From an optimization exercise on the open Yosys and OpenROAD flow, aimed at small area; shortcuts taken in it are not production practice. The RTL was checked by simulation tests, not by an equivalence proof against the original design. Power and IR drop assume default switching activity.

$ cat flow/flow/run.sh
#!/bin/bash
# Standard ORFS layout (standard.sh, unchanged synthesis) with three changes
# that only affect cell sizes:
#  - every input and output port still gets its own buffer, but a buf_1;
#  - after floorplan, combinational cells are swapped for the smallest cell
#    of the same function (flow/downsize.tcl); later repair steps fix slew/cap;
#  - CTS builds the clock tree from clkbuf_8 cells, without dummy loads.
# The full make output goes to standard.log in the work folder.
set -euo pipefail
here=$(pwd)
export BUFFER_PORTS_ARGS="-buffer_cell sky130_fd_sc_hd__buf_1"
export POST_FLOORPLAN_TCL="$here/flow/downsize.tcl"
export CTS_ARGS="-sink_clustering_enable -repair_clock_nets -dont_use_dummy_load -buf_list sky130_fd_sc_hd__clkbuf_8"
bash standard.sh finish > standard.log 2>&1
$ cat flow/flow/downsize.tcl
# Swap every combinational cell for the smallest-area cell of the same
# function family (same name up to the drive-strength suffix). Timing has
# tens of ns of slack; later repair_design fixes any slew/cap issue.
set n 0
set saved 0.0
foreach inst [get_cells *] {
  set m [get_property $inst ref_name]
  if {![regexp {^(sky130_fd_sc_hd__[a-z0-9]+)_(\d+)$} $m -> base sz]} { continue }
  if {[regexp {__(df|edf|sdf|dl|conb|tap|fill|decap|clkbuf|clkdly|dlygate)} $base]} { continue }
  set best $m
  set barea [get_property [get_lib_cells */$m] area]
  foreach cand [get_lib_cells */${base}_*] {
    set cn [get_property $cand name]
    if {![regexp "^${base}_\\d+\$" $cn]} { continue }
    if {[get_property $cand dont_use]} { continue }
    set a [get_property $cand area]
    if {$a < $barea} { set best $cn; set barea $a }
  }
  if {$best ne $m} {
    set saved [expr {$saved + [get_property [get_lib_cells */$m] area] - $barea}]
    replace_cell $inst $best
    incr n
  }
}
puts "downsize: replaced $n cells, saved $saved um2"
$ cat flow/standard.sh
#!/bin/bash
# synth_recipe.tcl (not shown) runs the flow's synth.tcl, then flattens the netlist and writes it again
# the make line also repeats each setting of config.mk as NAME=value (left out here)
make -C /OpenROAD-flow-scripts/flow DESIGN_CONFIG=/design/flow/config.mk WORK_HOME=/design/flow/orfs CLKGATE_MAP_FILE= SYNTH_SCRIPT=/design/flow/synth_recipe.tcl "${@:-finish}"
$ cat flow/config.mk
export PLATFORM = sky130hd
export DESIGN_NAME = SYS_CORE
export DESIGN_NICKNAME = SYS_CORE
export VERILOG_FILES = /design/flow/design.v
export SDC_FILE = /design/flow/constraint.sdc
export NUM_CORES = 4
export LEC_CHECK = 0
export ABC_AREA = 1
export CAP_MARGIN = 20
export CORE_MARGIN = 2
export CORE_UTILIZATION = 40
export SLEW_MARGIN = 20
$ cat flow/constraint.sdc
create_clock -name core_clock -period 30.0 [get_ports {i_clk}]
set_input_delay 6.0000 -clock core_clock [delete_from_list [all_inputs] [get_ports {i_clk}]]
set_output_delay 6.0000 -clock core_clock [all_outputs]
set_load 0.01 [all_outputs]
$ cat flow/design.v
module SYS_CTRL (
    input  wire       CLK,
    input  wire       RST,
    input  wire [7:0] RX_P_Data,
    input  wire       RX_D_VLD,
    input  wire       FIFO_FULL,
    input  wire [7:0] RdData,
    input  wire [7:0] ALU_LO,
    input  wire [7:0] ALU_HI,
    output reg  [3:0] Addr,        
    output wire [7:0] WrEn,
    output wire       Clear,
    output wire       Step,
    output wire [2:0] Cnt,
    output wire [7:0] TX_P_Data,
    output wire       TX_D_VLD,
    output wire       Init);       
  localparam S_INIT = 5'b01111,    
             S_IDLE = 5'b00000,
             S_WA   = 5'b00001,    
             S_WD   = 5'b00010,    
             S_RA   = 5'b00011,    
             S_RO   = 5'b00100,    
             S_CA   = 5'b00101,    
             S_CB   = 5'b00110,    
             S_CF   = 5'b00111,    
             S_O1   = 5'b01000,    
             S_O2   = 5'b01001;    
  reg [4:0] st, nx;
  always @(*) begin
    nx = st;
    case (st)
      S_IDLE: if (RX_D_VLD)
                case (RX_P_Data)
                  8'hAA: nx = S_WA;
                  8'hBB: nx = S_RA;
                  8'hCC: nx = S_CA;
                  8'hDD: nx = S_CF;
                  default: nx = S_IDLE;
                endcase
      S_WA:   if (RX_D_VLD) nx = S_WD;
      S_WD:   if (RX_D_VLD) nx = S_IDLE;
      S_RA:   if (RX_D_VLD) nx = S_RO;
      S_RO:   if (!FIFO_FULL) nx = S_IDLE;
      S_CA:   if (RX_D_VLD) nx = S_CB;
      S_CB:   if (RX_D_VLD) nx = S_CF;
      S_CF:   if (RX_D_VLD) nx = 5'b11000;
      S_O1:   if (!FIFO_FULL) nx = S_O2;
      S_O2:   if (!FIFO_FULL) nx = S_IDLE;
      S_INIT: nx = S_IDLE;
      default:
        if (st[4:3] == 2'b11) nx = (st[2:0] == 3'd7) ? S_O1 : {2'b11, st[2:0] + 3'd1};
        else nx = S_IDLE;
    endcase
  end
  always @(posedge CLK or negedge RST)
    if (!RST) st <= S_INIT;
    else      st <= nx;
  wire take_addr = RX_D_VLD & ((st == S_WA) | (st == S_RA) | (st == S_CF));
  always @(posedge CLK)
    if (take_addr) Addr <= RX_P_Data[3:0];
  wire wd = RX_D_VLD & (st == S_WD) & ~Addr[3];
  genvar k;
  generate for (k = 0; k < 8; k = k + 1) begin : g_we
    if (k == 0)      assign WrEn[k] = (wd & (Addr[2:0] == k)) | (RX_D_VLD & (st == S_CA));
    else if (k == 1) assign WrEn[k] = (wd & (Addr[2:0] == k)) | (RX_D_VLD & (st == S_CB));
    else             assign WrEn[k] =  wd & (Addr[2:0] == k);
  end endgenerate
  assign Clear = (st == S_CF);
  assign Init  = (st == S_INIT);
  assign Step  = (st[4:3] == 2'b11);
  assign Cnt   = st[2:0];
  assign TX_D_VLD  = ~FIFO_FULL & ((st == S_RO) | (st == S_O1) | (st == S_O2));
  assign TX_P_Data = (st == S_RO) ? RdData : (st == S_O1) ? ALU_LO : ALU_HI;
endmodule
module ALU (
    input  wire       CLK,
    input  wire       Clear,      
    input  wire       Step,       
    input  wire [2:0] Cnt,        
    input  wire [3:0] FUN,
    input  wire [7:0] A,
    input  wire [7:0] B,
    output reg  [7:0] LO,         
    output reg  [7:0] HI);        
  reg [7:0] H, L;
  wire add   = (FUN == 4'd0);
  wire mul   = (FUN == 4'd2);
  wire div   = (FUN == 4'd3);
  wire subt  = (FUN == 4'd1) | (FUN[3:2] == 2'b10);
  wire lgc   = (FUN[3:2] == 2'b01);
  wire shift = (FUN[3:2] == 2'b11);
  wire shl   = shift & FUN[0];
  wire shr   = shift & ~FUN[0];
  wire right = ~(div | shr);
  wire first = (Cnt == 3'd0);
  wire [2:0] idx = right ? Cnt : ~Cnt;
  wire       b   = B[idx];
  wire       a   = (shift & FUN[1]) ? b : A[idx];
  wire       useB = mul ? a : (add | subt) ? first : div;
  wire [7:0] Yl   = ((B ^ {8{div}}) & {8{useB}}) | {6'd0, shl & a, 1'b0};
  wire [8:0] X    = right ? {1'b0, H} : {H, a};
  wire       f    = FUN[1] ^ (FUN[0] ? (a | b) : (a & b));
  wire       cin  = div | (add & a) | (subt & ~a) | (lgc & f);
  wire [8:0] s    = X + {div, Yl} + {8'd0, cin};
  always @(posedge CLK) begin
    if (Clear)
      H <= 8'h00;
    else if (Step) begin
      if (right) begin
        H <= s[8:1];
        L <= {s[0] ^ subt, L[7:1]};
      end else begin
        H <= (div & s[8]) ? X[7:0] : s[7:0];
        L <= {L[6:0], div ? ~s[8] : H[0]};
      end
    end
  end
  wire bz = (B == 8'd0);
  wire eq = (L == 8'd0);
  wire lt = H[0];
  always @(*) begin
    case (FUN)
      4'd3:    LO = bz ? 8'h00 : L;
      4'd8:    LO = 8'h00;
      4'd9:    LO = {7'd0, eq};
      4'd10:   LO = {6'd0, ~lt & ~eq, 1'b0};
      4'd11:   LO = {6'd0, lt, lt};
      default: LO = L;
    endcase
    case (FUN)
      4'd0, 4'd2, 4'd13, 4'd15: HI = H;
      4'd1:        HI = {8{lt}};
      4'd6, 4'd7:  HI = 8'hFF;
      default:     HI = 8'h00;
    endcase
  end
endmodule
module RegFile (
    input  wire       CLK,
    input  wire       RST,
    input  wire       Init,       
    input  wire [7:0] WrEn,       
    input  wire [7:0] WrData,
    input  wire [3:0] Address,    
    output wire [7:0] REG0,
    output wire [7:0] REG1,
    output wire [7:0] REG2,
    output wire [7:0] REG3,
    output wire [7:0] RdData);
  reg [7:0] r0, r1, r2, r3, r4, r5, r6, r7;
  wire [7:0] wd = WrData & {8{~Init}};
  always @(posedge CLK or negedge RST)
    if (!RST) begin
      r2 <= 8'h81;
      r3 <= 8'h20;
    end else begin
      if (WrEn[2]) r2 <= WrData;
      if (WrEn[3]) r3 <= WrData;
    end
  always @(posedge CLK) begin
    if (WrEn[0] | Init) r0 <= wd;
    if (WrEn[1] | Init) r1 <= wd;
    if (WrEn[4] | Init) r4 <= wd;
    if (WrEn[5] | Init) r5 <= wd;
    if (WrEn[6] | Init) r6 <= wd;
    if (WrEn[7] | Init) r7 <= wd;
  end
  reg [7:0] rd;
  always @(*)
    case (Address)
      4'd0: rd = r0;
      4'd1: rd = r1;
      4'd2: rd = r2;
      4'd3: rd = r3;
      4'd4: rd = r4;
      4'd5: rd = r5;
      4'd6: rd = r6;
      4'd7: rd = r7;
      default: rd = 8'h00;
    endcase
  assign REG0 = r0;
  assign REG1 = r1;
  assign REG2 = r2;
  assign REG3 = r3;
  assign RdData = rd;
endmodule
module SYS_CORE (
    input  wire       i_clk,
    input  wire       i_rst_n,
    input  wire [7:0] i_rx_data,
    input  wire       i_rx_valid,
    input  wire       i_fifo_full,
    output wire [7:0] o_tx_data,
    output wire       o_tx_valid,
    output wire [7:0] o_uart_cfg,
    output wire [7:0] o_div_ratio,
    output wire [5:0] o_rx_div);
  wire [3:0] addr;
  wire [7:0] wren, rd, reg0, reg1, lo, hi;
  wire       clear, step, init;
  wire [2:0] cnt;
  SYS_CTRL U0_SYS_CTRL (
    .CLK(i_clk), .RST(i_rst_n), .RX_P_Data(i_rx_data), .RX_D_VLD(i_rx_valid),
    .FIFO_FULL(i_fifo_full), .RdData(rd), .ALU_LO(lo), .ALU_HI(hi),
    .Addr(addr), .WrEn(wren), .Clear(clear), .Step(step), .Cnt(cnt),
    .TX_P_Data(o_tx_data), .TX_D_VLD(o_tx_valid), .Init(init));
  ALU U0_ALU (
    .CLK(i_clk), .Clear(clear), .Step(step), .Cnt(cnt), .FUN(addr),
    .A(reg0), .B(reg1), .LO(lo), .HI(hi));
  RegFile U0_RegFile (
    .CLK(i_clk), .RST(i_rst_n), .Init(init), .WrEn(wren), .WrData(i_rx_data), .Address(addr),
    .REG0(reg0), .REG1(reg1), .REG2(o_uart_cfg), .REG3(o_div_ratio), .RdData(rd));
  wire [5:0] pre = o_uart_cfg[7:2];
  assign o_rx_div = (pre == 6'd8) ? 6'd4 : (pre == 6'd16) ? 6'd2 : 6'd1;
endmodule
==> impl_metrics.csv, run 1 <==
group,metric,value,unit
timing,timing.final.crit_period,12.35,ns
placed_design,post-dp-hpwl,11300,um
critical_path,crit_type,"in2out",
clocking,clkLatencyLatePin,0.37,ns
synthesis,synth_top_area_share,33.2,%
global_routing,grt_pass1_vias,4415,
synthesis,ys_warn_count,3,
clocking,cts_buffer_depth,2,
drt,final_antenna_net_count,0,
power,p_per_area,36.6,mW/mm2
timing,finalSetupViolations,0,
layout,syn2layout_area_growth,5.35,%
global_routing,grt_pass1_wl,23900,um
timing,finalCritPeriodShare,41.2,%
critical_path,path_cells,"buf_1, inv_1, nand2_1, inv_1, buf_1",
synthesis,ys_ff_latch,89,
synthesis,synthArstFlopShare,23.6,%
clocking,cts_sinks,89,
clocking,cts_buffers,9,
drt,initialDrtViolationCount,438,
flow_run,drv_cap,0,
critical_path,slowest_delay,0.14,ns
timing,whs,0.525,ns
synthesis,yosys.cell_types.count,47,
critical_path,start_kind,"primary input",
synthesis,synth_top_flop_cell,"edfxtp_1",
layout,drive_gt1_share,4.03,%
placed_design,portBuffers,39,
synthesis,avgSynthCellArea,8.26,um2
floorplanning,core,0.0132,mm2
floorplanning,die_h,120,um
synthesis,synth_top_area_cell,"edfxtp_1",
timing,rsz0062_at_grt,"no",
critical_path,required,24.00,ns
critical_path,crit_family,"buffers and inverters",
timing,fmax,0.0809,GHz
synthesis,synth.cell_area,0.00542,mm2
power,p_leak,2.49,nW
global_routing,antenna_found_initial,0,
timing,finalMaxSlewViolations,0,
placed_design,gp_congestion,0.936,
synthesis,synth_area_leaders,"edfxtp_1 (33%), nand2_1 (8.7%), inv_1 (6.9%)",
clocking,cts_tree,"done",
timing,slew_headroom,29.1,%
critical_path,arrival,6.35,ns
drt,firstDrtPassIters,5,
timing,skew,0.0161,ns
critical_path,r2r_slack,24.03,ns
layout,fin_nets,722,
critical_path,end_kind,"output pin",
critical_path,worst_path_max_delay_cell,"buf_1",
synthesis,yosysMostFrequentCell,"nand2_1",
timing,finalHoldViolCount,0,
synthesis,synth_edf_count,60,
clocking,root_buffer,"clkbuf_8",
clocking,postCtsSetupRepairBufs,0,
synthesis,yosysSeqAreaShare,46.0,%
floorplanning,start_util,40.9,%
floorplanning,die_w,120,um
floorplanning,placementRows,42,
layout,fin_util,43.1,%
timing,worst_pin_slew,1.06,ns
layout,stdcell_area,0.00571,mm2
drt,vias,4680,
critical_path,path_max_fanout,2,
clocking,postCtsHoldBufs,0,
global_routing,track_usage,21.6,%
status,status,"timing/DRC/antenna clean",
drt,post_drt_wl_per_cell,17.1,um
power,vdd_drop_max,0.0338,mV
floorplanning,ios,43,
clocking,clkTransAtPathRegs,0.08,ns
synthesis,syn_inst,656,
global_routing,grt_overflow_total,0,
floorplanning,die_area,0.0145,mm2
layout,diodes,0,
placed_design,place_area,0.00559,mm2
hold_path,hp-class,"reg2reg",
timing,fin_setup_tns,0,ns
global_routing,grt_max_degree,38,
critical_path,path_buf_inv,4,
drt,routed_wl,14900,um
clocking,cts_max_level,3,
drt,drt_drc_violations_left,0,
drt,vias_per_cell,5.38,
clocking,ctsResizeCount,0,
synthesis,synthTopCellsByCount,"nand2_1 (126), inv_1 (99), edfxtp_1 (60), o21ai_0 (59)",
-- where the power goes --
| group | total, mW | switching (mW) | internal (mW) |
|---|---|---|---|
| clock network | 0.0656 | 0.0387 | 0.0269 |
| logic | 0.0108 | 0.00786 | 0.00291 |
| registers | 0.133 | 0.000938 | 0.132 |
-- through the flow --
step | power (mW) | worst slack (ns) | cells
after detailed placement | 0.146 | 17.64 | 861
after CTS | 0.211 | 17.64 | 870
after global placement | 0.146 | 17.64 | 861
after global routing | 0.216 | 17.62 | 870
final | 0.209 | 17.65 | 870
after floorplan | 0.142 | 17.85 | 658
-- flip-flops by register name (all words and copies together), names as in the netlist --
signal and flops:
U0_RegFile.r4 8, U0_ALU.H 8, U0_SYS_CTRL.st 5, U0_RegFile.r7 8, U0_RegFile.r0 8, U0_RegFile.r2 8
U0_RegFile.r3 8, U0_ALU.L 8, U0_RegFile.r1 8, U0_RegFile.r5 8, U0_RegFile.r6 8, U0_SYS_CTRL.Addr 4
-- layout by cell type, fill, tap and decap left out, types with 6 or more instances in the layout --
cell	count
nor2_1	50
edfxtp_1	60
nand3_1	52
inv_2	6
dfstp_2	7
ha_1	12
nand2_1	138
clkbuf_8	9
inv_1	99
nand4_1	13
o22ai_1	16
o21ai_0	60
buf_1	39
dfxtp_1	8
dfrtp_1	14
a21oi_1	47
a221oi_1	10
-- cells by family (layout without fill, tap and decap cells) --
| family | after synthesis | after routing | share of synthesized area (%) |
|---|---|---|---|
| AND/OR/NAND/NOR | 260 | 260 | 21.9 |
| AO/OA/AOI/OAI | 157 | 157 | 17.3 |
| buffers and inverters | 124 | 160 | 9.25 |
| flip-flops | 89 | 89 | 46.0 |
| adder cells (fa/ha/maj) | 14 | 14 | 3.51 |
| XOR/XNOR | 10 | 10 | 1.75 |
| other | 1 | 3 | 0.0692 |
| multiplexers | 1 | 1 | 0.185 |
-- per-layer routing --
layer	share of wire (%)	GRT usage, %	vias up
li1	-	-	2305
met1	46	29.7	2202
met2	47	34.9	155
met3	4.7	3.44	18
met4	2.1	6.98	0
met5	0	0	-
-- worst paths after layout --
| check | to | cells after the start | startpoint |
|---|---|---|---|
| max | o_tx_valid | 5 | i_fifo_full |
| min | U0_RegFile.r3[5] | 2 | U0_RegFile.r3[5] |
| max reg2reg | U0_ALU.H[3] | 29 | U0_SYS_CTRL.Addr[0] |
| min reg2reg | U0_RegFile.r3[5] | 2 | U0_RegFile.r3[5] |
| max in group asynchronous | U0_SYS_CTRL.st[2] | 2 | i_rst_n |
| min in group asynchronous | U0_RegFile.r2[1] | 2 | i_rst_n |
-- worst reg2reg max path: cells and delay by family (launching register included) --
kind / cells / cell delay (ns)
flops: 1 / 0.49
fa+ha+maj: 2 / 0.64
buf+inv: 6 / 1.05
xor+xnor: 1 / 0.10
simple gates: 15 / 2.66
compound gates: 5 / 0.91
-- cell type report --
type | count | area (um2)
multi-input cells | 445 | 2290
well taps | 176 | 220
fillers | 1379 | 7530
flip-flops and latches | 89 | 2500
clock buffers | 9 | 124
inverters | 108 | 405
repair buffers | 43 | 176
==> run 2, diff against run 1 <==
--- a/flow/design.v
+++ b/flow/design.v
@@ -50,5 +50,5 @@
       S_INIT: nx = S_IDLE;
       default:
-        if (st[4:3] == 2'b11) nx = (st[2:0] == 3'd7) ? S_O1 : {2'b11, st[2:0] + 3'd1};
+        if (st[4:3] == 2'b11) nx = (st[2:0] == 3'd7) ? S_O1 : {2'b11, st[2] ^ (st[1] & st[0]), st[1] ^ st[0], ~st[0]};
         else nx = S_IDLE;
     endcase
@@ -103,5 +103,13 @@
   wire       f    = FUN[1] ^ (FUN[0] ? (a | b) : (a & b));
   wire       cin  = div | (add & a) | (subt & ~a) | (lgc & f);
-  wire [8:0] s    = X + {div, Yl} + {8'd0, cin};
+  wire [8:0] Y = {div, Yl};
+  wire [9:0] c;
+  wire [8:0] s;
+  assign c[0] = cin;
+  genvar i;
+  generate for (i = 0; i < 9; i = i + 1) begin : g_add
+    assign s[i]   = X[i] ^ Y[i] ^ c[i];
+    assign c[i+1] = (X[i] & Y[i]) | (c[i] & (X[i] ^ Y[i]));
+  end endgenerate
   always @(posedge CLK) begin
     if (Clear)
==> impl_metrics.csv, run 2 <==
group,metric,value,unit
global_routing,antenna_found_initial,0,
clocking,clkLatencyLatePin,0.38,ns
floorplanning,core,0.0127,mm2
clocking,cts_sinks,89,
placed_design,portBuffers,39,
critical_path,required,24.00,ns
placed_design,gp_congestion,0.937,
clocking,root_buffer,"clkbuf_8",
placed_design,dp_slack,17.65,ns
floorplanning,die_h,118,um
clocking,postCtsSetupRepairBufs,0,
power,p_leak,2.25,nW
timing,finalHoldViolCount,0,
synthesis,synth_area_leaders,"edfxtp_1 (34%), nand2_1 (8.9%), dfrtp_1 (6.7%)",
synthesis,syn_inst,621,
synthesis,synth.cell_area,0.00523,mm2
timing,fin_setup_tns,0,ns
timing,worst_pin_slew,1.04,ns
layout,mostFrequentLayoutCell,"nand2_1",
global_routing,grt_pass1_wl,23500,um
drt,vias_per_cell,5.43,
hold_path,min_from,"U0_RegFile.r3[5]",
power,p_per_area,57.5,mW/mm2
timing,rsz0062_at_grt,"no",
critical_path,start_kind,"primary input",
synthesis,synth_top_flop_cell,"edfxtp_1",
critical_path,arrival,6.35,ns
placed_design,post-dp-hpwl,11100,um
timing,slew_headroom,30.6,%
clocking,clkTransAtPathRegs,0.07,ns
clocking,cts_buffers,9,
hold_path,hp-class,"reg2reg",
global_routing,grt_max_degree,40,
hold_path,hold_end,"U0_RegFile.r3[5]",
timing,setup_slack,17.65,ns
synthesis,synth_top_area_share,34.5,%
synthesis,synthArstFlopShare,23.6,%
layout,diodes,0,
critical_path,path_max_fanout,2,
layout,stdcell_count,827,
critical_path,cp-startpoint,"i_fifo_full",
synthesis,yosys.cell_types.count,46,
layout,syn2layout_area_growth,5.93,%
placed_design,place_inst,818,
clocking,cts_max_level,3,
global_routing,grt_pass1_vias,4314,
critical_path,crit_type,"in2out",
drt,post_drt_wl_per_cell,17.6,um
power,vdd_drop_max,0.0309,mV
drt,drt_drc_violations_left,0,
synthesis,synthTopCellsByCount,"nand2_1 (124), inv_1 (77), o21ai_0 (63), edfxtp_1 (60), nor2_1 (59)",
floorplanning,die_w,118,um
timing,finalMaxSlewViolations,0,
clocking,cts_tree,"done",
floorplanning,placementRows,41,
status,status,"timing/DRC/antenna clean",
hold_path,whs_path_depth,2,
synthesis,avgSynthCellArea,8.42,um2
clocking,postCtsHoldBufs,0,
layout,final_cell_mix,"nand2_1 (133), inv_1 (78), o21ai_0 (63)",
synthesis,yosysMostFrequentCell,"nand2_1",
drt,initialDrtViolationCount,351,
layout,fin_nets,682,
critical_path,end_kind,"output pin",
critical_path,r2r-start,"U0_SYS_CTRL.Addr[0]",
timing,timing.final.crit_period,12.35,ns
critical_path,reg2reg_to,"U0_ALU.H[3]",
timing,fmax,0.0810,GHz
synthesis,ys_ff_latch,89,
critical_path,reg2regPathDepth,36,
drt,final_antenna_net_count,0,
clocking,cts_buffer_depth,2,
timing,finalSetupViolations,0,
drt,routed_wl,14600,um
floorplanning,start_util,41.3,%
synthesis,ys_warn_count,3,
floorplanning,die_area,0.0140,mm2
layout,n_fill_cell,1305,
flow_run,drv_cap,0,
global_routing,grt_overflow_total,0,
critical_path,r2r_slack,22.41,ns
drt,vias,4490,
timing,skew,0.0210,ns
synthesis,yosysSeqAreaShare,47.7,%
floorplanning,ios,43,
clocking,ctsResizeCount,0,
drt,firstDrtPassIters,6,
global_routing,track_usage,21.6,%
synthesis,synth_edf_count,60,
layout,drive_gt1_share,4.58,%
timing,finalCritPeriodShare,41.2,%
synthesis,synth_top_area_cell,"edfxtp_1",
==> run 2: worst max-delay path by stage <==
stage | slack (ns) | end | depth (start not counted)
after floorplan | 17.85 | o_tx_valid | 3
after global placement | 17.64 | o_tx_valid | 5
after detailed placement | 17.65 | o_tx_valid | 5
after CTS | 17.65 | o_tx_valid | 5
after global routing | 17.59 | o_tx_valid | 5
final | 17.65 | o_tx_valid | 5
==> run 2: area by class of cell <==
cell class	count	area [um2]	area share [%]
Sequential cell	89	2500	45.1
Inverter	86	323	5.83
Tap cell	172	215	3.89
Multi-Input combinational cell	428	2200	39.8
Clock buffer	9	124	2.24
Timing Repair Buffer	43	176	3.18
==> run 2: report_power, final <==
part           switching, mW  internal (mW)  leakage, nW
clock network         0.0381         0.0269       0.0647
registers            0.00975          0.142        0.871
logic                 0.0702         0.0315         1.31
==> run 2: metrics by stage <==
step	hold slack (ns)	instance area, um2	power [mW]	utilization (%)
5_1_grt	0.554	5540	0.339	43.7
6_report	0.519	5540	0.318	43.7
4_1_cts	0.521	5530	0.318	43.7
2_1_floorplan	0.472	5240	0.229	-
3_3_place_gp	0.501	5410	0.252	42.7
3_5_place_dp	0.509	5410	0.254	42.7
==> run 2: cells by family (layout without fill, tap and decap cells) <==
logic type / after synthesis / count (layout) / synth area share [%]
flip-flops: 89 / 89 / 47.7
adder cells (fa/ha/maj): 13 / 13 / 4.26
AND/OR/NAND/NOR: 275 / 275 / 23.8
XOR/XNOR: 4 / 4 / 0.814
other: 1 / 3 / 0.0717
buffers and inverters: 106 / 138 / 8.30
AO/OA/AOI/OAI: 133 / 133 / 15.0
==> run 2: per-layer routing <==
metal / global-route usage (%) / part of all wire, % / vias to the layer above
li1: - / - / 2177
met1: 27.6 / 44 / 2154
met2: 35.4 / 48 / 132
met3: 3.91 / 4.6 / 27
met4: 10.1 / 3.6 / 0
met5: 0 / 0 / -
==> run 2: critical path, cell delays in order <==
cell,delay [ns]
buf_1,0.08
inv_1,0.05
nand2_1,0.04
inv_1,0.04
buf_1,0.14
==> run 3, diff against run 2 <==
==> flow/flow/run.sh (replaced) <==
#!/bin/bash
# The standard layout (standard.sh) with changes that only affect how the
# combinational logic is mapped and how large the cells are:
#  - synthesis runs flow/synth.tcl: synth_recipe.tcl with an area-oriented ABC
#    script (flow/abc_area.script); registers are mapped as in the standard
#    synthesis;
#  - every input and output port still gets its own buffer, but a buf_1;
#  - after floorplan, combinational cells are swapped for the smallest cell
#    of the same function (flow/downsize.tcl); later repair steps fix slew/cap;
#  - CTS builds the clock tree from clkbuf_8 cells, without dummy loads.
# The full make output goes to standard.log in the work folder.
set -euo pipefail
here=$(pwd)
export FLOW_ABC_SCRIPT="$here/flow/abc_area.script"
export BUFFER_PORTS_ARGS="-buffer_cell sky130_fd_sc_hd__buf_1"
export POST_FLOORPLAN_TCL="$here/flow/downsize.tcl"
export CTS_ARGS="-sink_clustering_enable -repair_clock_nets -dont_use_dummy_load -sink_clustering_size 30 -sink_clustering_max_diameter 200 -buf_list sky130_fd_sc_hd__clkbuf_16"
bash standard.sh finish SYNTH_SCRIPT="$here/flow/synth.tcl" > standard.log 2>&1
==> flow/flow/abc_area.script (new file) <==
strash
dch -f
amap
mfs -a
strash
dch -f
amap
topo
dnsize -c
==> flow/flow/synth.tcl (new file) <==
# The standard flow's synthesis script (synth_recipe.tcl) with one change: Yosys's abc
# call for the combinational logic runs flow/abc_area.script (area-oriented
# mapping with amap and don't-care optimisation) instead of ORFS's script.
# Flip-flops are mapped before abc, so registers, their names and cell types
# are those of the standard synthesis.
proc synth {args} { yosys synth -nofsm -noshare {*}$args }
proc abc {args} {
  set i [lsearch $args -script]
  if {$i >= 0} { lset args [expr {$i + 1}] $::env(FLOW_ABC_SCRIPT) }
  yosys abc {*}$args
}
source $::env(SCRIPTS_DIR)/synth.tcl
# left out here: clear keep_hierarchy, flatten, clean up, hide names made inside functions, write 1_2_yosys.v
==> impl_metrics.csv, run 3 <==
group,metric,value,unit
status,status,"timing/DRC/antenna clean",
layout,syn2layout_area_growth,12.6,%
power,p_leak,1.72,nW
synthesis,synth-xor-area-share,0,%
floorplanning,ios,43,
clocking,cts_sinks,89,
synthesis,yosys.area_share.simple,11.6,%
global_routing,track_usage,22.0,%
synthesis,ys_warn_count,3,
hold_path,hp-class,"reg2reg",
synthesis,synth_top_area_cell,"edfxtp_1",
floorplanning,die_h,112,um
global_routing,grt_pass1_wl,21200,um
timing,slew_headroom,27.1,%
global_routing,grt_pass1_vias,3918,
critical_path,required,24.00,ns
synthesis,synth_top_area_share,38.9,%
timing,fmax,0.0811,GHz
clocking,clkLatencyLatePin,0.34,ns
synthesis,yosysSeqAreaShare,53.9,%
power,p_total,0.292,mW
timing,worst_pin_slew,1.09,ns
drt,drt_drc_violations_left,0,
critical_path,reg2reg_to,"U0_ALU.H[7]",
timing,rsz0062_at_grt,"no",
timing,skew,0.0138,ns
timing,fin_setup_tns,0,ns
synthesis,ys_ff_latch,89,
synthesis,avgSynthCellArea,10.2,um2
clocking,cts_max_level,3,
clocking,clkTransAtPathRegs,0.05,ns
drt,post_drt_wl_per_cell,20.3,um
global_routing,grt_overflow_total,0,
synthesis,synth_top_flop_cell,"edfxtp_1",
critical_path,end_kind,"output pin",
timing,finalCritPeriodShare,41.1,%
clocking,postCtsSetupRepairBufs,0,
timing,whs,0.512,ns
hold_path,hold_end,"U0_ALU.H[2]",
synthesis,synth_edf_count,60,
critical_path,path_cells,"buf_1, nor2_1, buf_1",
placed_design,place_area,0.00499,mm2
timing,finalSetupViolations,0,
placed_design,post-dp-hpwl,9780,um
layout,mostFrequentLayoutCell,"clkinv_1",
synthesis,synthArstFlopShare,23.6,%
floorplanning,die_area,0.0125,mm2
layout,fin_nets,533,
critical_path,r2r-start,"U0_SYS_CTRL.Addr[0]",
power,vdd_drop_max,0.0440,mV
floorplanning,start_util,40.7,%
critical_path,worst_path_max_delay_cell,"buf_1",
global_routing,grt_max_degree,26,
timing,finalMaxSlewViolations,0,
synthesis,synth_top_family_by_area,"compound AO/OA/AOI/OAI gates",
global_routing,antenna_found_initial,0,
floorplanning,placementRows,39,
clocking,root_buffer,"clkbuf_16",
critical_path,arrival,6.32,ns
clocking,cts_buffer_depth,2,
critical_path,path_buf_inv,2,
flow_run,drv_cap,0,
critical_path,cp_common_cell,"buf_1",
drt,vias_per_cell,6.09,
clocking,ctsResizeCount,0,
clocking,cts_tree,"done",
layout,stdcell_area,0.00522,mm2
drt,initialDrtViolationCount,403,
synthesis,synth-compound-area-share,23.4,%
synthesis,synth_area_leaders,"edfxtp_1 (39%), dfrtp_1 (7.6%), clkinv_1 (5.7%)",
synthesis,synth.cell_area,0.00463,mm2
floorplanning,die_w,112,um
floorplanning,core,0.0114,mm2
hold_path,whs_path_depth,2,
hold_path,min_from,"U0_ALU.H[2]",
synthesis,yosysMostFrequentCell,"clkinv_1",
clocking,cts_buffers,9,
synthesis,synthTopCellsByCount,"clkinv_1 (70), nor2_1 (65), edfxtp_1 (60), a21oi_1 (27), o22ai_1 (27)",
layout,diodes,0,
critical_path,reg2regPathDepth,36,
critical_path,slowest_delay,0.15,ns
critical_path,path_max_fanout,2,
drt,firstDrtPassIters,6,
timing,timing.final.crit_period,12.32,ns
power,p_per_area,55.9,mW/mm2
synthesis,synth.area.mux_share,0,%
timing,finalHoldViolCount,0,
placed_design,portBuffers,39,
synthesis,syn_inst,455,
critical_path,r2r_slack,19.84,ns
layout,drive_gt1_share,4.74,%
critical_path,crit_type,"in2out",
drt,routed_wl,13200,um
drt,vias,3954,
synthesis,synthAdderAreaFrac,4.81,%
layout,final_cell_mix,"clkinv_1 (70), nor2_1 (65), edfxtp_1 (60)",
drt,final_antenna_net_count,0,
synthesis,yosys.cell_types.count,40,
placed_design,gp_congestion,0.951,
critical_path,crit_family,"buffers and inverters",
critical_path,start_kind,"primary input",
clocking,postCtsHoldBufs,0,
layout,n_fill_cell,1082,
[run 3: changes by cell type in the layout (fill, tap and decap cells not counted), moves of 10 or more]
cell      before  now
inv_1         78    0
a222oi_1       0   18
o21ai_0       63   21
o221ai_1       2   14
clkinv_1       2   70
a22oi_1        0   10
nand3_1       54   13
o22ai_1        8   27
nand2_1      133   26
[run 3: cell families after synthesis]
logic type,after synthesis
and+or+nand+nor,127
adders and majority gates,13
other,1
DFF,89
buffers and inverters,73
AOI/OAI and AO/OA,152
[run 3: how the worst max path moves through the flow]
stage / slack, ns / to / from / depth (start not counted)
6_report: 17.68 / o_tx_valid / i_fifo_full / 3
5_1_grt: 17.65 / o_tx_valid / i_fifo_full / 3
4_1_cts: 17.67 / o_tx_valid / i_fifo_full / 3
3_5_place_dp: 17.67 / o_tx_valid / i_fifo_full / 3
3_3_place_gp: 17.67 / o_tx_valid / i_fifo_full / 3
2_1_floorplan: 17.83 / o_tx_valid / i_fifo_full / 1
[run 3: stage by stage]
stage / instances / utilization, % / setup WS, ns
2_1_floorplan: 457 / - / 17.83
5_1_grt: 649 / 45.9 / 17.65
3_3_place_gp: 640 / 43.9 / 17.67
4_1_cts: 649 / 45.8 / 17.67
6_report: 649 / 45.9 / 17.68
3_5_place_dp: 640 / 43.9 / 17.67
[run 3: layout make-up]
class	instances	area (um2)	area share, %
sequential	89	2500	47.9
tap	143	179	3.43
timing repair buffer	43	176	3.38
inverter	70	263	5.04
clock buffer	9	225	4.32
multi-input combinational	295	1880	36.0
[run 3: power breakdown]
group	switching [mW]	leakage, nW	internal, mW
combinational	0.0300	0.761	0.0166
sequential	0.0111	0.851	0.141
clock	0.0404	0.111	0.0527
[run 3: tightest hold or removal path, cell delays in order (launching register included)]
cell,delay [ns]
dfxtp_1,0.33
nand3_1,0.07
o21ai_0,0.06
[run 3: routing by layer]
layer	GRT usage [%]	part of all wire (%)	vias up
li1	-	-	1841
met1	29.3	42	1891
met2	36.0	48	195
met3	4.79	8.4	27
met4	7.00	2.1	0
met5	0	0	-
==> run 4, diff against run 3 <==
--- a/flow/flow/run.sh
+++ b/flow/flow/run.sh
@@ -15,4 +15,4 @@
 export BUFFER_PORTS_ARGS="-buffer_cell sky130_fd_sc_hd__buf_1"
 export POST_FLOORPLAN_TCL="$here/flow/downsize.tcl"
-export CTS_ARGS="-sink_clustering_enable -repair_clock_nets -dont_use_dummy_load -sink_clustering_size 30 -sink_clustering_max_diameter 200 -buf_list sky130_fd_sc_hd__clkbuf_16"
+export CTS_ARGS="-sink_clustering_enable -repair_clock_nets -dont_use_dummy_load -sink_clustering_size 24 -sink_clustering_max_diameter 150 -buf_list sky130_fd_sc_hd__clkbuf_8"
 bash standard.sh finish SYNTH_SCRIPT="$here/flow/synth.tcl" > standard.log 2>&1
==> impl_metrics.csv, run 4 <==
group,metric,value,unit
status,status,"timing/DRC/antenna clean",
timing,fmax,0.0811,GHz
timing,finalMaxSlewViolations,0,
drt,vias_per_cell,6.04,
layout,stdcell_area,0.00511,mm2
synthesis,yosysMostFrequentCell,"clkinv_1",
global_routing,grt_pass1_wl,21100,um
synthesis,ys_ff_latch,89,
drt,initialDrtViolationCount,347,
clocking,cts_sinks,89,
synthesis,avgSynthCellArea,10.2,um2
drt,post_drt_wl_per_cell,20.2,um
drt,drt_drc_violations_left,0,
placed_design,gp_congestion,0.951,
critical_path,path_cells,"buf_1, nor2_1, buf_1",
power,vdd_drop_max,0.0440,mV
critical_path,cp_common_cell,"buf_1",
layout,fin_nets,533,
global_routing,antenna_found_initial,0,
placed_design,place_area,0.00499,mm2
timing,whs,0.515,ns
clocking,postCtsSetupRepairBufs,0,
synthesis,synth.cell_area,0.00463,mm2
clocking,postCtsHoldBufs,0,
clocking,root_buffer,"clkbuf_8",
floorplanning,die_w,112,um
clocking,cts_max_level,3,
layout,drive_gt1_share,4.74,%
synthesis,ys_warn_count,3,
layout,mostFrequentLayoutCell,"clkinv_1",
timing,slew_headroom,28.3,%
layout,diodes,0,
critical_path,r2r-start,"U0_SYS_CTRL.Addr[0]",
critical_path,crit_family,"buffers and inverters",
clocking,cts_buffer_depth,2,
synthesis,synthArstFlopShare,23.6,%
timing,worst_pin_slew,1.08,ns
critical_path,path_buf_inv,2,
critical_path,start_kind,"primary input",
synthesis,synth_edf_count,60,
critical_path,required,24.00,ns
drt,firstDrtPassIters,5,
clocking,cts_tree,"done",
hold_path,min_from,"U0_ALU.H[2]",
critical_path,crit_type,"in2out",
clocking,clkTransAtPathRegs,0.06,ns
synthesis,synth_top_area_cell,"edfxtp_1",
clocking,clkLatencyLatePin,0.36,ns
synthesis,synth_top_area_share,38.9,%
floorplanning,ios,43,
synthesis,syn_inst,455,
global_routing,grt_max_degree,26,
critical_path,worst_path_max_delay_cell,"buf_1",
critical_path,slowest_delay,0.15,ns
flow_run,drv_cap,0,
timing,finalCritPeriodShare,41.1,%
critical_path,cp-startpoint,"i_fifo_full",
floorplanning,die_area,0.0125,mm2
global_routing,grt_overflow_total,0,
clocking,cts_buffers,9,
clocking,ctsResizeCount,0,
synthesis,yosysSeqAreaShare,53.9,%
placed_design,portBuffers,39,
drt,final_antenna_net_count,0,
synthesis,synth_top_flop_cell,"edfxtp_1",
drt,routed_wl,13100,um
critical_path,arrival,6.32,ns
synthesis,synthTopCellsByCount,"clkinv_1 (70), nor2_1 (65), edfxtp_1 (60), a21oi_1 (27), o22ai_1 (27)",
power,p_per_area,51.3,mW/mm2
critical_path,path_max_fanout,2,
placed_design,post-dp-hpwl,9780,um
layout,final_cell_mix,"clkinv_1 (70), nor2_1 (65), edfxtp_1 (60)",
timing,finalSetupViolations,0,
drt,vias,3920,
hold_path,hp-class,"reg2reg",
floorplanning,die_h,112,um
floorplanning,placementRows,39,
power,p_leak,1.68,nW
layout,syn2layout_area_growth,10.5,%
synthesis,synth_area_leaders,"edfxtp_1 (39%), dfrtp_1 (7.6%), clkinv_1 (5.7%)",
global_routing,track_usage,21.9,%
timing,rsz0062_at_grt,"no",
timing,finalHoldViolCount,0,
global_routing,grt_pass1_vias,3937,
timing,timing.final.crit_period,12.32,ns
timing,fin_setup_tns,0,ns
floorplanning,core,0.0114,mm2
floorplanning,start_util,40.7,%
timing,skew,0.0217,ns
synthesis,yosys.cell_types.count,40,
critical_path,end_kind,"output pin",
run 4: cell counts after synthesis:
No cell type changed its count.
run 4: worst paths after layout:
path | endpoint | slack (ns) | cells after the start
worst max-delay path | o_tx_valid | 17.68 | 3
worst min-delay path | U0_ALU.H[2] | 0.52 | 2
worst max register to register | U0_ALU.H[7] | 19.82 | 36
worst min register to register | U0_ALU.H[2] | 0.52 | 2
max in group asynchronous | U0_SYS_CTRL.st[2] | 24.10 | 2
min in group asynchronous | U0_RegFile.r2[5] | 5.59 | 2
run 4: layer usage:
layer  GRT usage [%]  share of wire (%)
met1            29.2                 43
met2            35.8                 47
met3            4.90                7.6
met4            6.91                1.8
met5               0                  0
run 4: cell type report:
cell class / count / area (um2)
clock buffers: 9 / 124
fillers: 1096 / 6250
inverters: 70 / 263
multi-input cells: 295 / 1880
flip-flops and latches: 89 / 2500
repair buffers: 43 / 176
well taps: 143 / 179
run 4: through the flow:
| stage | total power, mW | instances | util, % | worst slack (ns) |
|---|---|---|---|---|
| global route | 0.275 | 649 | 45.0 | 17.65 |
| floorplan | 0.181 | 457 | - | 17.83 |
| detailed placement | 0.200 | 640 | 43.9 | 17.67 |
| finish | 0.262 | 649 | 45.0 | 17.68 |
| global placement | 0.199 | 640 | 43.9 | 17.67 |
| CTS | 0.263 | 649 | 44.9 | 17.67 |
run 4: cell families (layout without fill, tap and decap cells):
kind of cell    count (synthesis)  in the layout  synth area share, %
compound gates                152            152                 23.4
simple gates                  127            127                 11.6
flops                          89             89                 53.9
other cells                     1              3               0.0810
fa+ha+maj                      13             13                 4.81
buf+inv                        73            122                 6.16
run 4: tightest hold or removal path, delay by kind of cell (launching register included):
family | cells | cell delay (ns)
compound gates | 1 | 0.06
flops | 1 | 0.34
simple gates | 1 | 0.07
run 4: report_power, final:
group | switching [mW] | internal (mW) | total, mW
sequential | 0.0109 | 0.141 | 0.152
combinational | 0.0299 | 0.0165 | 0.0465
clock | 0.0372 | 0.0269 | 0.0641
total | 0.0780 | 0.184 | 0.262
==> run 5, diff against run 4 <==
--- a/flow/flow/run.sh
+++ b/flow/flow/run.sh
@@ -15,4 +15,4 @@
 export BUFFER_PORTS_ARGS="-buffer_cell sky130_fd_sc_hd__buf_1"
 export POST_FLOORPLAN_TCL="$here/flow/downsize.tcl"
-export CTS_ARGS="-sink_clustering_enable -repair_clock_nets -dont_use_dummy_load -sink_clustering_size 24 -sink_clustering_max_diameter 150 -buf_list sky130_fd_sc_hd__clkbuf_8"
+export CTS_ARGS="-sink_clustering_enable -repair_clock_nets -dont_use_dummy_load -buf_list sky130_fd_sc_hd__clkbuf_8"
 bash standard.sh finish SYNTH_SCRIPT="$here/flow/synth.tcl" > standard.log 2>&1
==> impl_metrics.csv, run 5 <==
group,metric,value,unit
global_routing,grt_pass1_vias,3937,
drt,drt_drc_violations_left,0,
synthesis,synthArstFlopShare,23.6,%
critical_path,reg2reg_to,"U0_ALU.H[7]",
synthesis,ys_ff_latch,89,
drt,final_antenna_net_count,0,
synthesis,synth_top_area_cell,"edfxtp_1",
layout,stdcell_count,649,
layout,final_cell_mix,"clkinv_1 (70), nor2_1 (65), edfxtp_1 (60)",
floorplanning,die_w,112,um
layout,drive_gt1_share,4.74,%
critical_path,reg2regPathDepth,36,
placed_design,gp_congestion,0.951,
synthesis,synthTopCellsByCount,"clkinv_1 (70), nor2_1 (65), edfxtp_1 (60), a21oi_1 (27), o22ai_1 (27)",
clocking,cts_max_level,3,
critical_path,cp-startpoint,"i_fifo_full",
clocking,ctsResizeCount,0,
critical_path,r2r-start,"U0_SYS_CTRL.Addr[0]",
synthesis,yosysSeqAreaShare,53.9,%
drt,vias,3920,
floorplanning,core,0.0114,mm2
power,p_leak,1.68,nW
clocking,cts_sinks,89,
critical_path,r2r_slack,19.82,ns
drt,firstDrtPassIters,5,
global_routing,track_usage,21.9,%
timing,fmax,0.0811,GHz
clocking,clkLatencyLatePin,0.36,ns
clocking,cts_tree,"done",
critical_path,required,24.00,ns
critical_path,end_kind,"output pin",
critical_path,path_max_fanout,2,
timing,finalHoldViolCount,0,
drt,initialDrtViolationCount,347,
timing,worst_pin_slew,1.08,ns
critical_path,arrival,6.32,ns
drt,routed_wl,13100,um
synthesis,synth_area_leaders,"edfxtp_1 (39%), dfrtp_1 (7.6%), clkinv_1 (5.7%)",
synthesis,yosys.cell_types.count,40,
placed_design,portBuffers,39,
critical_path,crit_end,"o_tx_valid",
global_routing,antenna_found_initial,0,
timing,finalSetupViolations,0,
critical_path,start_kind,"primary input",
timing,rsz0062_at_grt,"no",
layout,diodes,0,
floorplanning,die_area,0.0125,mm2
floorplanning,die_h,112,um
synthesis,ys_warn_count,3,
hold_path,hp-class,"reg2reg",
synthesis,synth_top_area_share,38.9,%
synthesis,avgSynthCellArea,10.2,um2
placed_design,place_inst,640,
power,p_per_area,51.3,mW/mm2
global_routing,grt_pass1_wl,21100,um
synthesis,syn_inst,455,
timing,skew,0.0217,ns
status,status,"timing/DRC/antenna clean",
global_routing,grt_max_degree,26,
clocking,clkTransAtPathRegs,0.06,ns
layout,stdcell_area,0.00511,mm2
floorplanning,start_util,40.7,%
synthesis,synth.cell_area,0.00463,mm2
synthesis,synth_edf_count,60,
synthesis,yosysMostFrequentCell,"clkinv_1",
drt,vias_per_cell,6.04,
clocking,postCtsSetupRepairBufs,0,
power,vdd_drop_max,0.0440,mV
layout,mostFrequentLayoutCell,"clkinv_1",
clocking,postCtsHoldBufs,0,
timing,fin_setup_tns,0,ns
placed_design,post-dp-hpwl,9780,um
synthesis,synth_top_flop_cell,"edfxtp_1",
flow_run,drv_cap,0,
global_routing,grt_overflow_total,0,
timing,finalMaxSlewViolations,0,
placed_design,place_area,0.00499,mm2
floorplanning,ios,43,
critical_path,crit_type,"in2out",
timing,slew_headroom,28.3,%
timing,timing.final.crit_period,12.32,ns
timing,finalCritPeriodShare,41.1,%
floorplanning,placementRows,39,
clocking,cts_buffers,9,
clocking,cts_buffer_depth,2,
drt,post_drt_wl_per_cell,20.2,um
layout,fin_nets,533,
layout,syn2layout_area_growth,10.5,%
clocking,root_buffer,"clkbuf_8",
run 5: worst min-delay path by stage:
stage / to / cells past startpoint / start
detailed placement: U0_ALU.H[5] / 2 / U0_ALU.H[5]
CTS: U0_ALU.H[5] / 2 / U0_ALU.H[5]
global route: U0_RegFile.r2[0] / 2 / U0_RegFile.r2[0]
floorplan: U0_ALU.H[1] / 2 / U0_ALU.H[1]
finish: U0_ALU.H[2] / 2 / U0_ALU.H[2]
global placement: U0_ALU.H[1] / 2 / U0_ALU.H[1]
run 5: cells by family (layout without fill, tap and decap cells):
group | Yosys count | in the layout | synth area share [%]
AOI/OAI and AO/OA | 152 | 152 | 23.4
adders and majority gates | 13 | 13 | 4.81
buffers and inverters | 73 | 122 | 6.16
DFF | 89 | 89 | 53.9
other | 1 | 3 | 0.0810
and+or+nand+nor | 127 | 127 | 11.6
run 5: critical path, stage by stage:
cell and delay, ns:
buf_1 0.08, nor2_1 0.09, buf_1 0.15
run 5: per-layer routing:
layer | routed length (um) | vias up | GRT usage (%)
met3 | 995 | 19 | 4.90
met4 | 239 | 0 | 6.91
met1 | 5690 | 1903 | 29.2
met2 | 6210 | 157 | 35.8
met5 | 0 | - | 0
li1 | - | 1841 | -
run 5: layout make-up:
| class | instances | area, um2 |
|---|---|---|
| repair buffers | 43 | 176 |
| inverters | 70 | 263 |
| fillers | 1096 | 6250 |
| clock buffers | 9 | 124 |
| flip-flops and latches | 89 | 2500 |
| multi-input cells | 295 | 1880 |
| well taps | 143 | 179 |
run 5: power by group:
part / total, mW / internal [mW] / switching (mW)
Clock: 0.0641 / 0.0269 / 0.0372
Sequential: 0.152 / 0.141 / 0.0109
Combinational: 0.0465 / 0.0165 / 0.0299
run 5: through the flow:
stage          power [mW]  setup WS [ns]  util (%)  hold WS [ns]
2_1_floorplan       0.181          17.83         -         0.463
3_3_place_gp        0.199          17.67      43.9         0.501
3_5_place_dp        0.200          17.67      43.9         0.505
4_1_cts             0.263          17.67      44.9         0.515
5_1_grt             0.275          17.65      45.0         0.550
6_report            0.262          17.68      45.0         0.515
==> run 6, diff against run 5 <==
--- a/flow/design.v
+++ b/flow/design.v
@@ -31,5 +31,7 @@
     nx = st;
     case (st)
-      S_IDLE: if (RX_D_VLD)
+      S_IDLE, S_INIT: begin       
+              nx = S_IDLE;
+              if (RX_D_VLD)
                 case (RX_P_Data)
                   8'hAA: nx = S_WA;
@@ -39,4 +41,5 @@
                   default: nx = S_IDLE;
                 endcase
+            end
       S_WA:   if (RX_D_VLD) nx = S_WD;
       S_WD:   if (RX_D_VLD) nx = S_IDLE;
@@ -48,5 +51,4 @@
       S_O1:   if (!FIFO_FULL) nx = S_O2;
       S_O2:   if (!FIFO_FULL) nx = S_IDLE;
-      S_INIT: nx = S_IDLE;
       default:
         if (st[4:3] == 2'b11) nx = (st[2:0] == 3'd7) ? S_O1 : {2'b11, st[2] ^ (st[1] & st[0]), st[1] ^ st[0], ~st[0]};
==> impl_metrics.csv, run 6 <==
group,metric,value,unit
clocking,cts_sinks,89,
synthesis,synth.cell_area,0.00463,mm2
clocking,cts_max_level,3,
placed_design,portBuffers,39,
floorplanning,die_h,112,um
floorplanning,start_util,40.7,%
critical_path,cp_common_cell,"buf_1",
floorplanning,ios,43,
synthesis,ys_ff_latch,89,
clocking,root_buffer,"clkbuf_8",
synthesis,yosysSeqAreaShare,53.9,%
drt,firstDrtPassIters,6,
flow_run,drv_cap,0,
layout,fin_nets,533,
timing,worst_pin_slew,1.06,ns
critical_path,required,24.00,ns
critical_path,path_cells,"buf_1, nor2_1, buf_1",
clocking,cts_buffer_depth,2,
power,vdd_drop_max,0.0347,mV
layout,syn2layout_area_growth,10.8,%
critical_path,path_max_fanout,2,
synthesis,synth_area_leaders,"edfxtp_1 (39%), dfrtp_1 (7.6%), clkinv_1 (5.3%)",
clocking,cts_tree,"done",
critical_path,arrival,6.43,ns
timing,rsz0062_at_grt,"no",
critical_path,crit_type,"in2out",
timing,skew,0.0226,ns
drt,vias_per_cell,6.09,
clocking,ctsResizeCount,0,
layout,stdcell_count,649,
placed_design,post-dp-hpwl,9900,um
layout,seq_area,0.00250,mm2
synthesis,synthTopCellsByCount,"clkinv_1 (66), nor2_1 (65), edfxtp_1 (60), a21oi_1 (31)",
layout,diodes,0,
synthesis,synth_top_flop_cell,"edfxtp_1",
global_routing,track_usage,22.2,%
global_routing,grt_overflow_total,0,
synthesis,yosys.cell_types.count,35,
critical_path,start_kind,"primary input",
layout,multiInputGateArea,0.00191,mm2
floorplanning,die_area,0.0125,mm2
global_routing,grt_pass1_wl,21500,um
global_routing,grt_max_degree,26,
global_routing,antenna_found_initial,0,
timing,finalSetupViolations,0,
layout,drive_gt1_share,5.34,%
synthesis,synth_edf_count,60,
timing,fmax,0.0805,GHz
timing,finalHoldViolCount,0,
timing,slew_headroom,29.1,%
floorplanning,die_w,112,um
drt,post_drt_wl_per_cell,20.8,um
status,status,"timing/DRC/antenna clean",
critical_path,slowest_delay,0.17,ns
global_routing,grt_pass1_vias,3776,
clocking,clkLatencyLatePin,0.37,ns
synthesis,yosysMostFrequentCell,"clkinv_1",
placed_design,gp_congestion,0.938,
clocking,postCtsHoldBufs,0,
drt,drt_drc_violations_left,0,
placed_design,place_inst,640,
clocking,cts_buffers,9,
critical_path,path_buf_inv,2,
layout,n_fill_cell,1098,
critical_path,crit_family,"buffers and inverters",
floorplanning,core,0.0114,mm2
synthesis,avgSynthCellArea,10.2,um2
timing,finalMaxSlewViolations,0,
layout,final_cell_mix,"clkinv_1 (66), nor2_1 (64), edfxtp_1 (60)",
clocking,postCtsSetupRepairBufs,0,
synthesis,synthArstFlopShare,23.6,%
synthesis,syn_inst,455,
power,p_leak,1.68,nW
drt,final_antenna_net_count,0,
synthesis,synth_top_area_cell,"edfxtp_1",
clocking,clkTransAtPathRegs,0.07,ns
floorplanning,placementRows,39,
critical_path,worst_path_max_delay_cell,"buf_1",
drt,vias,3953,
timing,fin_setup_tns,0,ns
timing,timing.final.crit_period,12.43,ns
critical_path,end_kind,"output pin",
synthesis,synth_top_area_share,38.9,%
drt,routed_wl,13500,um
drt,initialDrtViolationCount,406,
timing,finalCritPeriodShare,41.4,%
synthesis,ys_warn_count,3,
hold_path,hp-class,"reg2reg",
layout,mostFrequentLayoutCell,"clkinv_1",
power,p_per_area,40.9,mW/mm2
[run 6: path summary, 6_finish.rpt]
check	from	endpoint	slack [ns]	depth (start not counted)
worst max-delay path	i_fifo_full	o_tx_valid	17.57	3
worst max register to register	U0_SYS_CTRL.Addr[0]	U0_ALU.H[4]	20.33	36
worst min-delay path	U0_ALU.H[1]	U0_ALU.H[1]	0.52	2
max in group asynchronous	i_rst_n	U0_SYS_CTRL.st[3]	24.11	2
min in group asynchronous	i_rst_n	U0_RegFile.r3[2]	5.59	2
worst min register to register	U0_ALU.H[1]	U0_ALU.H[1]	0.52	2
[run 6: logic make-up (layout without fill, tap and decap cells)]
group	after synthesis	after routing	synth area share, %
other cells	1	3	0.0810
compound gates	151	151	23.2
flops	89	89	53.9
fa+ha+maj	13	13	4.81
simple gates	132	132	12.2
buf+inv	69	118	5.83
[run 6: stage by stage]
step | instance area, um2 | hold slack (ns) | setup slack, ns | total power, mW | util, %
final | 5130 | 0.515 | 17.57 | 0.210 | 45.1
after global routing | 5130 | 0.530 | 17.54 | 0.215 | 45.1
after CTS | 5120 | 0.515 | 17.58 | 0.210 | 45.0
after detailed placement | 5000 | 0.506 | 17.58 | 0.147 | 44.0
after global placement | 5000 | 0.495 | 17.59 | 0.147 | 44.0
after floorplan | 4640 | 0.463 | 17.83 | 0.142 | -
[run 6: cell type report]
type / count / area share [%]
tap: 143 / 3.49
multi-input combinational: 299 / 37.2
timing repair buffer: 43 / 3.44
clock buffer: 9 / 2.41
sequential: 89 / 48.7
inverter: 66 / 4.83
[run 6: report_power, final]
group	internal [mW]	switching, mW	leakage, nW
sequential	0.132	0.00200	0.850
clock	0.0269	0.0389	0.0647
combinational	0.00299	0.00676	0.764
[run 6: worst reg2reg max path, delay by kind of cell, from the launching register on]
kind	cells	cell delay, ns
AND/OR/NAND/NOR	5	0.75
buffers and inverters	11	2.05
adder cells (fa/ha/maj)	8	2.67
flip-flops	1	0.60
AO/OA/AOI/OAI	12	3.48
[run 6: per-layer routing]
metal	vias to the layer above	wire length, um	share of wire (%)	GRT usage (%)
li1	1856	-	-	-
met5	-	0	0	0
met3	30	906	6.7	4.46
met4	0	349	2.6	7.08
met2	175	6250	46	36.1
met1	1892	5960	44	30.1
==> run 7, diff against run 6 <==
--- a/flow/design.v
+++ b/flow/design.v
@@ -14,8 +14,6 @@
     output wire [2:0] Cnt,
     output wire [7:0] TX_P_Data,
-    output wire       TX_D_VLD,
-    output wire       Init);       
-  localparam S_INIT = 5'b01111,    
-             S_IDLE = 5'b00000,
+    output wire       TX_D_VLD);
+  localparam S_IDLE = 5'b00000,
              S_WA   = 5'b00001,    
              S_WD   = 5'b00010,    
@@ -31,5 +29,5 @@
     nx = st;
     case (st)
-      S_IDLE, S_INIT: begin       
+      S_IDLE: begin
               nx = S_IDLE;
               if (RX_D_VLD)
@@ -57,5 +55,5 @@
   end
   always @(posedge CLK or negedge RST)
-    if (!RST) st <= S_INIT;
+    if (!RST) st <= S_IDLE;
     else      st <= nx;
   wire take_addr = RX_D_VLD & ((st == S_WA) | (st == S_RA) | (st == S_CF));
@@ -70,5 +68,4 @@
   end endgenerate
   assign Clear = (st == S_CF);
-  assign Init  = (st == S_INIT);
   assign Step  = (st[4:3] == 2'b11);
   assign Cnt   = st[2:0];
@@ -150,5 +147,4 @@
     input  wire       CLK,
     input  wire       RST,
-    input  wire       Init,       
     input  wire [7:0] WrEn,       
     input  wire [7:0] WrData,
@@ -160,21 +156,24 @@
     output wire [7:0] RdData);
   reg [7:0] r0, r1, r2, r3, r4, r5, r6, r7;
-  wire [7:0] wd = WrData & {8{~Init}};
   always @(posedge CLK or negedge RST)
     if (!RST) begin
+      r0 <= 8'h00;
+      r1 <= 8'h00;
       r2 <= 8'h81;
       r3 <= 8'h20;
+      r4 <= 8'h00;
+      r5 <= 8'h00;
+      r6 <= 8'h00;
+      r7 <= 8'h00;
     end else begin
+      if (WrEn[0]) r0 <= WrData;
+      if (WrEn[1]) r1 <= WrData;
       if (WrEn[2]) r2 <= WrData;
       if (WrEn[3]) r3 <= WrData;
+      if (WrEn[4]) r4 <= WrData;
+      if (WrEn[5]) r5 <= WrData;
+      if (WrEn[6]) r6 <= WrData;
+      if (WrEn[7]) r7 <= WrData;
     end
-  always @(posedge CLK) begin
-    if (WrEn[0] | Init) r0 <= wd;
-    if (WrEn[1] | Init) r1 <= wd;
-    if (WrEn[4] | Init) r4 <= wd;
-    if (WrEn[5] | Init) r5 <= wd;
-    if (WrEn[6] | Init) r6 <= wd;
-    if (WrEn[7] | Init) r7 <= wd;
-  end
   reg [7:0] rd;
   always @(*)
@@ -209,5 +208,5 @@
   wire [3:0] addr;
   wire [7:0] wren, rd, reg0, reg1, lo, hi;
-  wire       clear, step, init;
+  wire       clear, step;
   wire [2:0] cnt;
   SYS_CTRL U0_SYS_CTRL (
@@ -215,10 +214,10 @@
     .FIFO_FULL(i_fifo_full), .RdData(rd), .ALU_LO(lo), .ALU_HI(hi),
     .Addr(addr), .WrEn(wren), .Clear(clear), .Step(step), .Cnt(cnt),
-    .TX_P_Data(o_tx_data), .TX_D_VLD(o_tx_valid), .Init(init));
+    .TX_P_Data(o_tx_data), .TX_D_VLD(o_tx_valid));
   ALU U0_ALU (
     .CLK(i_clk), .Clear(clear), .Step(step), .Cnt(cnt), .FUN(addr),
     .A(reg0), .B(reg1), .LO(lo), .HI(hi));
   RegFile U0_RegFile (
-    .CLK(i_clk), .RST(i_rst_n), .Init(init), .WrEn(wren), .WrData(i_rx_data), .Address(addr),
+    .CLK(i_clk), .RST(i_rst_n), .WrEn(wren), .WrData(i_rx_data), .Address(addr),
     .REG0(reg0), .REG1(reg1), .REG2(o_uart_cfg), .REG3(o_div_ratio), .RdData(rd));
   wire [5:0] pre = o_uart_cfg[7:2];
==> impl_metrics.csv, run 7 <==
group,metric,value,unit
layout,fin_nets,614,
timing,fmax,0.0809,GHz
synthesis,synth_area_leaders,"dfrtp_1 (35%), edfxtp_1 (7.5%), o22ai_1 (7.5%)",
critical_path,end_kind,"output pin",
clocking,postCtsSetupRepairBufs,0,
synthesis,synth_top_area_share,34.6,%
critical_path,start_kind,"primary input",
timing,fin_setup_tns,0,ns
placed_design,place_inst,720,
critical_path,cp_common_cell,"buf_1",
clocking,clkTransAtPathRegs,0.07,ns
floorplanning,start_util,41.5,%
critical_path,arrival,6.35,ns
layout,drive_gt1_share,3.41,%
placed_design,dp_slack,17.66,ns
timing,worst_pin_slew,0.991,ns
floorplanning,die_area,0.0128,mm2
drt,vias,4538,
critical_path,r2r_slack,20.04,ns
drt,firstDrtPassIters,5,
timing,finalHoldViolCount,0,
synthesis,synth_top_area_cell,"dfrtp_1",
clocking,cts_tree,"done",
clocking,cts_buffers,9,
power,p_total,0.386,mW
global_routing,grtUsageMet3,4.23,%
floorplanning,die_h,113,um
critical_path,crit_type,"in2out",
critical_path,path_buf_inv,2,
hold_path,hold_end,"U0_ALU.H[5]",
power,p_leak,1.98,nW
global_routing,grtUsageMet1,31.5,%
critical_path,path_max_fanout,2,
clocking,cts_sinks,89,
layout,syn2layout_area_growth,10.2,%
hold_path,whs_path_depth,2,
drt,initialDrtViolationCount,484,
global_routing,grtUsageMet2,38.0,%
synthesis,synth.cell_area,0.00478,mm2
critical_path,worst_path_max_delay_cell,"buf_1",
placed_design,post-dp-hpwl,10700,um
clocking,cts_max_level,3,
timing,rsz0062_at_grt,"no",
global_routing,grt_overflow_total,0,
layout,stdcell_count,730,
hold_path,min_from,"U0_ALU.H[5]",
synthesis,synthArstFlopShare,77.5,%
timing,timing.final.crit_period,12.35,ns
synthesis,avgSynthCellArea,8.96,um2
flow_run,drv_cap,0,
critical_path,reg2regPathDepth,35,
critical_path,path_cells,"buf_1, nor2_1, buf_1",
layout,mostFrequentLayoutCell,"clkinv_1",
synthesis,synth-xor-area-share,0,%
synthesis,yosysSeqAreaShare,47.1,%
placed_design,portBuffers,39,
timing,skew,0.0221,ns
synthesis,yosys.cell_types.count,40,
timing,finalCritPeriodShare,41.2,%
timing,setup_slack,17.65,ns
synthesis,ys_ff_latch,89,
clocking,root_buffer,"clkbuf_8",
synthesis,synth.area.mux_share,0,%
synthesis,ys_warn_count,3,
critical_path,crit_family,"buffers and inverters",
floorplanning,ios,43,
clocking,postCtsHoldBufs,0,
global_routing,track_usage,23.3,%
global_routing,antenna_found_initial,0,
critical_path,reg2reg_to,"U0_ALU.H[1]",
drt,vias_per_cell,6.22,
drt,routed_wl,14600,um
clocking,ctsResizeCount,0,
critical_path,slowest_delay,0.16,ns
synthesis,yosysMostFrequentCell,"clkinv_1",
critical_path,required,24.00,ns
clocking,cts_buffer_depth,2,
floorplanning,die_w,113,um
drt,post_drt_wl_per_cell,20.0,um
synthesis,synthAdderAreaFrac,4.66,%
synthesis,synth_top_family_by_area,"compound AO/OA/AOI/OAI gates",
floorplanning,placementRows,39,
synthesis,synth-compound-area-share,29.3,%
layout,diodes,0,
global_routing,grt_pass1_vias,4351,
synthesis,syn_inst,533,
clocking,clkLatencyLatePin,0.37,ns
power,p_per_area,73.4,mW/mm2
placed_design,gp_congestion,0.905,
global_routing,grt_max_degree,70,
timing,finalSetupViolations,0,
drt,final_antenna_net_count,0,
synthesis,synth_top_flop_cell,"dfrtp_1",
critical_path,r2r-start,"U0_SYS_CTRL.Addr[2]",
hold_path,hp-class,"reg2reg",
timing,finalMaxSlewViolations,0,
layout,final_cell_mix,"clkinv_1 (83), nor2_1 (81), dfrtp_1 (66)",
synthesis,yosys.area_share.simple,11.9,%
synthesis,synthTopCellsByCount,"clkinv_1 (83), nor2_1 (81), dfrtp_1 (66), o22ai_1 (57), a21oi_1 (53)",
power,vdd_drop_max,0.0355,mV
status,status,"timing/DRC/antenna clean",
drt,drt_drc_violations_left,0,
timing,slew_headroom,33.7,%
global_routing,grt-busiest-layer,"met2",
synthesis,synth_edf_count,12,
floorplanning,core,0.0115,mm2
global_routing,grt_pass1_wl,23200,um
run 7: kinds of logic after synthesis:
kind of cell,count (synthesis)
flops,89
other cells,1
fa+ha+maj,13
simple gates,136
compound gates,208
buf+inv,86
run 7: power breakdown:
group / switching, mW / total, mW / internal [mW] / leakage (nW)
logic: 0.0815 / 0.139 / 0.0574 / 0.893
clock network: 0.0391 / 0.0660 / 0.0269 / 0.0647
registers: 0.0268 / 0.181 / 0.155 / 1.02
total: 0.147 / 0.386 / 0.239 / 1.98
run 7: final cells by class:
class / instances / area [um2]
Fill cell: 1149 / 6250
Sequential cell: 89 / 2250
Multi-Input combinational cell: 360 / 2200
Inverter: 83 / 312
Timing Repair Buffer: 46 / 200
Tap cell: 143 / 179
Clock buffer: 9 / 124
run 7: metrics by stage:
stage          utilization (%)  area (um2)  hold WS (ns)
2_1_floorplan                -        4790         0.446
3_3_place_gp              44.6        5130         0.495
3_5_place_dp              44.6        5130         0.499
4_1_cts                   45.7        5260         0.518
5_1_grt                   45.7        5270         0.539
6_report                  45.7        5270         0.516
run 7: layer usage:
layer  routed length (um)  share of wire (%)
met5                    0                  0
met4                  398                2.7
met3                 1100                7.5
met2                 6830                 47
met1                 6300                 43
run 7: worst max path at each step:
stage	start	endpoint	slack, ns	cells after the start
3_3_place_gp	i_fifo_full	o_tx_valid	17.67	3
6_report	i_fifo_full	o_tx_valid	17.65	3
5_1_grt	i_fifo_full	o_tx_valid	17.58	3
3_5_place_dp	i_fifo_full	o_tx_valid	17.66	3
4_1_cts	i_fifo_full	o_tx_valid	17.65	3
2_1_floorplan	i_fifo_full	o_tx_valid	17.83	1
run 7: tightest hold or removal path: stages, from the launching register on:
cell      delay (ns)
dfxtp_1         0.35
clkinv_1        0.07
a21oi_1         0.05

-- port drivers added, routing unchanged --
No port has a modelled driver above. Below, the same layouts with a new extraction and two added sets of constraints.
Step 1 assumes that a clkbuf_16 drives the clock port and a buf_2 every other input.
Step 2 adds t to the input delays and takes it off the output delays; t is the mean of the earliest and latest rising clock arrival at the registers after step 1. Input paths then give back, and output paths get back, about the clock's delay inside the block.
Slacks: ideal ports / drivers / drivers and shift; pairs: ideal ports / drivers.
| run | shift t [ns] | setup WS [ns] | latest minus earliest clock arrival (ns) |
|---|---|---|---|
| run 1 | 0.402 | 17.647 / 17.624 / 17.624 | 0.017 / 0.017 |
| run 2 | 0.401 | 17.652 / 17.631 / 17.631 | 0.026 / 0.026 |
| run 3 | 0.366 | 17.676 / 17.657 / 17.657 | 0.014 / 0.015 |
| run 4 | 0.379 | 17.676 / 17.657 / 17.657 | 0.022 / 0.021 |
| run 5 | 0.379 | 17.676 / 17.657 / 17.657 | 0.022 / 0.021 |
| run 6 | 0.391 | 17.575 / 17.553 / 17.553 | 0.023 / 0.023 |
| run 7 | 0.392 | 17.646 / 17.624 / 17.624 | 0.022 / 0.022 |
After both steps every run listed still meets setup and hold. The setup slack of run 1, which loses most, moves by -0.023 ns with the drivers and by -0.023 ns with both steps.
